What follows belongs to an exercise in optimizing a design on an open flow for small area, a short achievable clock period and few clock cycles; a production flow would make more cautious choices. RTL that was checked went through simulation tests only; none was proved equivalent to the original.

==> v1 <==
// Milestone1
module Milestone1(
	 input logic Clock,
	 input logic resetn,
	 input logic start,
	 input logic  [15:0] SRAM_read_data,
	 output logic [15:0] SRAM_write_data,
	 output logic done,
	 output logic SRAM_we_n,
	 output logic [17:0] SRAM_address
);
localparam logic [17:0] U_START   = 18'd38400;
localparam logic [17:0] V_START   = 18'd57600;
localparam logic [17:0] RGB_START = 18'd146944;
logic        run, fin;
logic [4:0]  ph;           
logic        odd;          
logic        wr_en;        
logic [15:0] yaddr;        
logic [17:0] waddr;        
logic [7:0]  qw;           
logic [7:0]  uw0, uw1, uw2, uw3, uw4, uw5;
logic [7:0]  vw0, vw1, vw2, vw3, vw4, vw5;
logic [7:0]  ustage;
logic [15:0] vstage;
logic [15:0] yreg;
logic [7:0]  uodd, vodd;
logic [7:0] iw0, iw1, iw2, iw3, iw4, iw5;
logic [7:0] e0, e1, e2, e3, e4, e5;
logic [8:0] ip1, ip2, ip3;
logic [7:0] iout;
logic       q_first, q_second, q_157, q_158, q_last;    
wire isel_v = ph[3];
assign iw0 = isel_v ? vw0 : uw0;
assign iw1 = isel_v ? vw1 : uw1;
assign iw2 = isel_v ? vw2 : uw2;
assign iw3 = isel_v ? vw3 : uw3;
assign iw4 = isel_v ? vw4 : uw4;
assign iw5 = isel_v ? vw5 : uw5;
assign e0 = q_first ? iw2 : q_second ? iw1 : iw0;
assign e1 = q_first ? iw2 : iw1;
assign e2 = iw2;
assign e3 = q_last ? iw2 : iw3;
assign e4 = q_last ? iw2 : q_158 ? iw3 : iw4;
assign e5 = q_last ? iw2 : q_158 ? iw3 : q_157 ? iw4 : iw5;
always_ff @(posedge Clock) begin
	ip1 <= {1'b0, e2} + {1'b0, e3};
	ip2 <= {1'b0, e1} + {1'b0, e4};
	ip3 <= {1'b0, e0} + {1'b0, e5};
end
interp_tree u_interp (.p1(ip1), .p2(ip2), .p3(ip3), .o(iout));
logic [7:0] ry, rv, gy, gu, gv, by, bu;
logic [7:0] r_out, g_out, b_out;
logic [7:0] ro, go, bo;
always_ff @(posedge Clock) begin
	ry <= ph[0] ? yreg[7:0] : yreg[15:8];
	rv <= ph[0] ? vodd : vw2;
	gy <= ph[1] ? yreg[7:0] : yreg[15:8];
	gu <= ph[1] ? uodd : uw2;
	gv <= ph[1] ? vodd : vw2;
	by <= ph[1] ? yreg[7:0] : yreg[15:8];
	bu <= ph[1] ? uodd : uw2;
	ro <= r_out;
  ...
make LEC_CHECK=0 ABC_CLOCK_PERIOD_IN_PS=3500 CAP_MARGIN=20 CORE_MARGIN=2 CORE_UTILIZATION=60 SETUP_SLACK_MARGIN=5 SLEW_MARGIN=20 finish   # period 11.0 ns
run.sh (not shown) runs the stock make flow with config.mk's settings and CLKGATE_MAP_FILE= SYNTH_SCRIPT=/design/flow/synth_recipe.tcl, a recipe that flattens the netlist after the stock synthesis.
==> inputs of v10, as changes to v1 <==
--- a/flow/design.v
+++ b/flow/design.v
@@ -193,16 +193,17 @@
 	 output logic done,
 	 output logic SRAM_we_n,
 	 output logic [17:0] SRAM_address
 );
 localparam logic [17:0] U_START   = 18'd38400;
 localparam logic [17:0] V_START   = 18'd57600;
 localparam logic [17:0] RGB_START = 18'd146944;
 logic        run, fin;
+logic        start_r;      
 logic [4:0]  ph;           
 logic        odd;          
 logic        wr_en;        
 logic [15:0] yaddr;        
 logic [17:0] waddr;        
 logic [7:0]  qw;           
 logic [7:0]  uw0, uw1, uw2, uw3, uw4, uw5;
 logic [7:0]  vw0, vw1, vw2, vw3, vw4, vw5;
@@ -230,18 +231,21 @@
 assign e5 = q_last ? iw2 : q_158 ? iw3 : q_157 ? iw4 : iw5;
 always_ff @(posedge Clock) begin
 	ip1 <= {1'b0, e2} + {1'b0, e3};
 	ip2 <= {1'b0, e1} + {1'b0, e4};
 	ip3 <= {1'b0, e0} + {1'b0, e5};
 end
 interp_tree u_interp (.p1(ip1), .p2(ip2), .p3(ip3), .o(iout));
 logic [7:0] ry, rv, gy, gu, gv, by, bu;
-logic [7:0] r_out, g_out, b_out;
-logic [7:0] ro, go, bo;
+logic [11:0] r_out, g_out, b_out;    
+logic [11:0] ro, go, bo;
+function automatic [7:0] clip(input logic [11:0] x);
+	clip = x[11] ? 8'd0 : (|x[10:8]) ? 8'd255 : x[7:0];
+endfunction
 always_ff @(posedge Clock) begin
 	ry <= ph[0] ? yreg[7:0] : yreg[15:8];
 	rv <= ph[0] ? vodd : vw2;
 	gy <= ph[1] ? yreg[7:0] : yreg[15:8];
 	gu <= ph[1] ? uodd : uw2;
 	gv <= ph[1] ? vodd : vw2;
 	by <= ph[1] ? yreg[7:0] : yreg[15:8];
 	bu <= ph[1] ? uodd : uw2;
@@ -267,43 +271,45 @@
 			uw5 <= ustage;
 			vw5 <= vstage[7:0];
 			vstage <= SRAM_read_data;
 		end
 	end
 	if (ph[3]) yreg <= SRAM_read_data;
 	if (ph[0]) uodd <= iout;
 	if (ph[4]) vodd <= iout;
-	SRAM_write_data <= ph[1] ? {ro, go} : ph[2] ? {bo, ro} : {go, bo};
+	SRAM_write_data <= ph[1] ? {clip(ro), clip(go)} : ph[2] ? {clip(bo), clip(ro)} : {clip(go), clip(bo)};
 end
 always_ff @(posedge Clock) begin
 	if (ph[4]) SRAM_address <= c_addr;
 	else if (ph[0]) SRAM_address <= {2'd0, yaddr};
 	else SRAM_address <= waddr;
 end
 always_ff @(posedge Clock or negedge resetn) begin
 	if (!resetn) begin
 		run   <= 1'b0;
 		fin   <= 1'b0;
 		done  <= 1'b0;
+		start_r <= 1'b0;
 		ph    <= 5'b10000;
 		odd   <= 1'b0;         
 		wr_en <= 1'b0;
 		yaddr <= 16'hFFFB;     
 		waddr <= RGB_START;
 		qw    <= 8'd155;       
 		q_first  <= 1'b0;
 		q_second <= 1'b0;
 		q_157    <= 1'b0;
 		q_158    <= 1'b0;
 		q_last   <= 1'b0;
 		SRAM_we_n <= 1'b1;
 	end else begin
 		done <= 1'b0;
-		if ((run || (start && !fin)) && !(run && ph[4] && last_pair)) begin
+		start_r <= start;
+		if ((run || (start_r && !fin)) && !(run && ph[4] && last_pair)) begin
 			if (!run) run <= 1'b1;
 			ph <= {ph[3:0], ph[4]};
 			if (ph[4]) begin  
 				odd   <= ~odd;
 				yaddr <= yaddr + 16'd1;
 				if (yaddr == 16'd0) wr_en <= 1'b1;
 			end
 			if (ph[4] || ph[0]) SRAM_we_n <= 1'b1;
@@ -323,17 +329,17 @@
 			run  <= 1'b0;
 			fin  <= 1'b1;
 			done <= 1'b1;
 			SRAM_we_n <= 1'b1;
 		end
 	end
 end
 endmodule
-module csc_r(input logic [7:0] y, input logic [7:0] v, output logic [7:0] o);
+module csc_r(input logic [7:0] y, input logic [7:0] v, output logic [11:0] o);
 wire r_0 = y[6] ^ y[4];
 wire r_1 = y[6] & y[4];
 wire r_2 = y[7] ^ y[5] ^ y[3];
 wire r_3 = (y[7] & y[5]) | (y[7] & y[3]) | (y[5] & y[3]);
 wire r_4 = y[0] ^ ~v[5];
 wire r_5 = y[0] & ~v[5];
 wire r_6 = y[6] ^ y[4] ^ y[1];
 wire r_7 = (y[6] & y[4]) | (y[6] & y[1]) | (y[4] & y[1]);
@@ -491,19 +497,19 @@
 wire r_159 = (r_113 & r_114) | (r_113 & v[5]) | (r_114 & v[5]);
 wire r_160 = ~(r_115 ^ r_116);
 wire r_161 = r_115 | r_116;
 wire r_162 = r_117 ^ v[7];
 wire r_163 = r_117 & v[7];
 wire [27:0] r_a = {1'b1, 1'b1, r_163, r_161, r_159, r_157, r_155, r_153, r_151, r_149, r_147, r_145, r_143, r_141, r_139, r_137, r_135, r_133, r_131, r_129, r_127, r_125, r_123, r_121, r_119, r_118, ~v[1], ~v[0]};
 wire [27:0] r_b = {1'b0, 1'b0, 1'b1, r_162, r_160, r_158, r_156, r_154, r_152, r_150, r_148, r_146, r_144, r_142, r_140, r_138, r_136, r_134, r_132, r_130, r_128, r_126, r_124, r_122, r_120, 1'b1, 1'b0, 1'b1};
 wire [27:0] r_s = r_a + r_b;
-assign o = r_s[27] ? 8'd0 : (|r_s[26:24]) ? 8'd255 : r_s[23:16];
+assign o = r_s[27:16];
 endmodule
-module csc_g(input logic [7:0] y, input logic [7:0] u, input logic [7:0] v, output logic [7:0] o);
+module csc_g(input logic [7:0] y, input logic [7:0] u, input logic [7:0] v, output logic [11:0] o);
 wire g_0 = y[7] ^ y[5];
 wire g_1 = y[7] & y[5];
 wire g_2 = y[6] ^ y[4];
 wire g_3 = y[6] & y[4];
 wire g_4 = y[7] ^ y[5];
 wire g_5 = y[7] & y[5];
 wire g_6 = y[5] ^ y[3] ^ y[1];
 wire g_7 = (y[5] & y[3]) | (y[5] & y[1]) | (y[3] & y[1]);
@@ -686,19 +692,19 @@
 wire g_184 = (g_138 & g_139) | (g_138 & g_102) | (g_139 & g_102);
 wire g_185 = ~(g_140 ^ g_141);
 wire g_186 = g_140 | g_141;
 wire g_187 = g_142 ^ g_104;
 wire g_188 = g_142 & g_104;
 wire [27:0] g_a = {1'b1, 1'b1, g_188, g_186, g_184, g_182, g_180, g_178, g_176, g_174, g_172, g_170, g_168, g_166, g_164, g_162, g_160, g_158, g_156, g_154, g_152, g_150, g_148, g_146, g_144, g_143, ~v[1], ~v[0]};
 wire [27:0] g_b = {1'b0, 1'b0, 1'b1, g_187, g_185, g_183, g_181, g_179, g_177, g_175, g_173, g_171, g_169, g_167, g_165, g_163, g_161, g_159, g_157, g_155, g_153, g_151, g_149, g_147, g_145, 1'b1, 1'b0, 1'b1};
 wire [27:0] g_s = g_a + g_b;
-assign o = g_s[27] ? 8'd0 : (|g_s[26:24]) ? 8'd255 : g_s[23:16];
+assign o = g_s[27:16];
 endmodule
-module csc_b(input logic [7:0] y, input logic [7:0] u, output logic [7:0] o);
+module csc_b(input logic [7:0] y, input logic [7:0] u, output logic [11:0] o);
 wire b_0 = ~y[4] ^ ~u[6];
 wire b_1 = ~y[4] & ~u[6];
 wire b_2 = ~y[5] ^ ~u[7] ^ ~u[5];
 wire b_3 = (~y[5] & ~u[7]) | (~y[5] & ~u[5]) | (~u[7] & ~u[5]);
 wire b_4 = u[2] ^ u[0];
 wire b_5 = u[2] & u[0];
 wire b_6 = ~y[6] ^ ~u[6] ^ u[3];
 wire b_7 = (~y[6] & ~u[6]) | (~y[6] & u[3]) | (~u[6] & u[3]);
@@ -825,17 +831,17 @@
 wire b_128 = b_82 | b_83;
 wire b_129 = ~(b_84 ^ b_85);
 wire b_130 = b_84 | b_85;
 wire b_131 = b_86 ^ u[7];
 wire b_132 = b_86 & u[7];
 wire [27:0] b_a = {1'b1, 1'b1, b_132, b_130, b_128, b_126, b_124, b_122, b_120, b_118, b_116, b_114, b_112, b_110, b_108, b_106, b_104, b_102, b_100, b_98, b_96, b_94, b_92, b_90, b_88, b_87, ~u[1], ~u[0]};
 wire [27:0] b_b = {1'b0, 1'b0, 1'b1, b_131, b_129, b_127, b_125, b_123, b_121, b_119, b_117, b_115, b_113, b_111, b_109, b_107, b_105, b_103, b_101, b_99, b_97, b_95, b_93, b_91, b_89, ~u[0], 1'b0, 1'b1};
 wire [27:0] b_s = b_a + b_b;
-assign o = b_s[27] ? 8'd0 : (|b_s[26:24]) ? 8'd255 : b_s[23:16];
+assign o = b_s[27:16];
 endmodule
 module interp_tree(input logic [8:0] p1, input logic [8:0] p2, input logic [8:0] p3, output logic [7:0] o);
 wire it_0 = ~p1[7] ^ p1[2];
 wire it_1 = ~p1[7] & p1[2];
 wire it_2 = ~p1[8] ^ p1[3];
 wire it_3 = ~p1[8] & p1[3];
 wire it_4 = ~p1[5] ^ p1[0];
 wire it_5 = ~p1[5] & p1[0];
==> flow/flow/run.sh (new file) <==
#!/bin/bash
# Standard layout (the standard.sh) with a larger setup repair margin, so
# that timing repair aims for a shorter clock period than the constraint.
set -euo pipefail
MARGIN=${MARGIN:-7}
sed -e "s/SETUP_SLACK_MARGIN=[0-9.]*/SETUP_SLACK_MARGIN=$MARGIN/" standard.sh > standard_margin.sh
grep -q "SETUP_SLACK_MARGIN=$MARGIN" standard_margin.sh
bash standard_margin.sh > layout.log 2>&1
==> flow/standard.sh (new file) <==
#!/bin/bash
# synth_recipe.tcl (not shown) runs the flow's synth.tcl, then flattens the netlist and writes it again
# the make line also repeats each setting of config.mk as NAME=value (left out here)
make -C /OpenROAD-flow-scripts/flow DESIGN_CONFIG=/design/flow/config.mk WORK_HOME=/design/flow/orfs CLKGATE_MAP_FILE= SYNTH_SCRIPT=/design/flow/synth_recipe.tcl "${@:-finish}"
ABC_CLOCK_PERIOD_IN_PS = default   (was 3500)
removed: flow/run.sh
==> results.py <==
metrics = {
    "timing": {
        "worst_hold_slack_ps": 445,
        "tightest_slew_ps": 994,
        "relSlewSlack_pct": 33.7,
        "rsz0062_at_grt": "no",
    },
    "worst_setup_path": {
        "worst-r2r-setup-slack_ps": 5720,
        "rr_endpoint": "go[7]$_SDFF_PN0_",
    },
    "status": {
        "status": "finished clean",
    },
    "synthesis": {
        "synth_compound_area_share_pct": 9.05,
        "synth_mux_area_share_pct": 7.13,
        "netlist_instances": 2102,
    },
    "cells_and_area": {
        "fin_cells": 2698,
    },
    "grt": {
        "grtUsageTotal_pct": 27.1,
    },
}
[end of results for v1]
==> results.py <==
metrics = {
    "status": {
        "status": "finished clean",
    },
    "timing": {
        "relSlewSlack_pct": 31.8,
        "rsz0062_at_grt": "yes",
    },
    "synthesis": {
        "synth_compound_area_share_pct": 7.64,
        "netlist_instances": 2163,
    },
    "worst_setup_path": {
        "rr_endpoint": "go[11]$_DFF_P_",
    },
    "grt": {
        "grtUsageTotal_pct": 27.7,
    },
}
[end of results for v10]
Testbench counts of v10, summed over its fixed seeds: cycles 1,152,162.
For v1, only the layout was checked, not whether the RTL still works.

-- static timing again, ports no longer ideal --
How much do the figures lean on ideal ports? The routed layouts below were timed once more, with nothing changed but the port constraints. Step 1 sets driving cells, clkbuf_16 on the clock port and buf_2 on the other inputs (assumed; they add their load-dependent delay and slew). Step 2, shift: input delay + t, output delay - t, t = (earliest + latest rising clock arrival at the registers) / 2. This alone moves slack from input paths to output paths. a / b / c = ideal ports / drivers / drivers and shift; a / b = the first two.
| run | shift t [ns] | setup slack, ns | worst hold slack (ns) | latest minus earliest clock arrival (ns) | slew at the worst register clock pin (ns) |
|---|---|---|---|---|---|
| v1 | 0.607 | 5.716 / 5.716 / 5.716 | 0.445 / 0.445 / 0.445 | 0.018 / 0.018 | 0.06 / 0.06 |
| v10 | 0.587 | 6.847 / 6.847 / 6.847 | 0.452 / 0.452 / 0.452 | 0.021 / 0.021 | 0.07 / 0.07 |
After both steps every run listed still meets setup and hold.
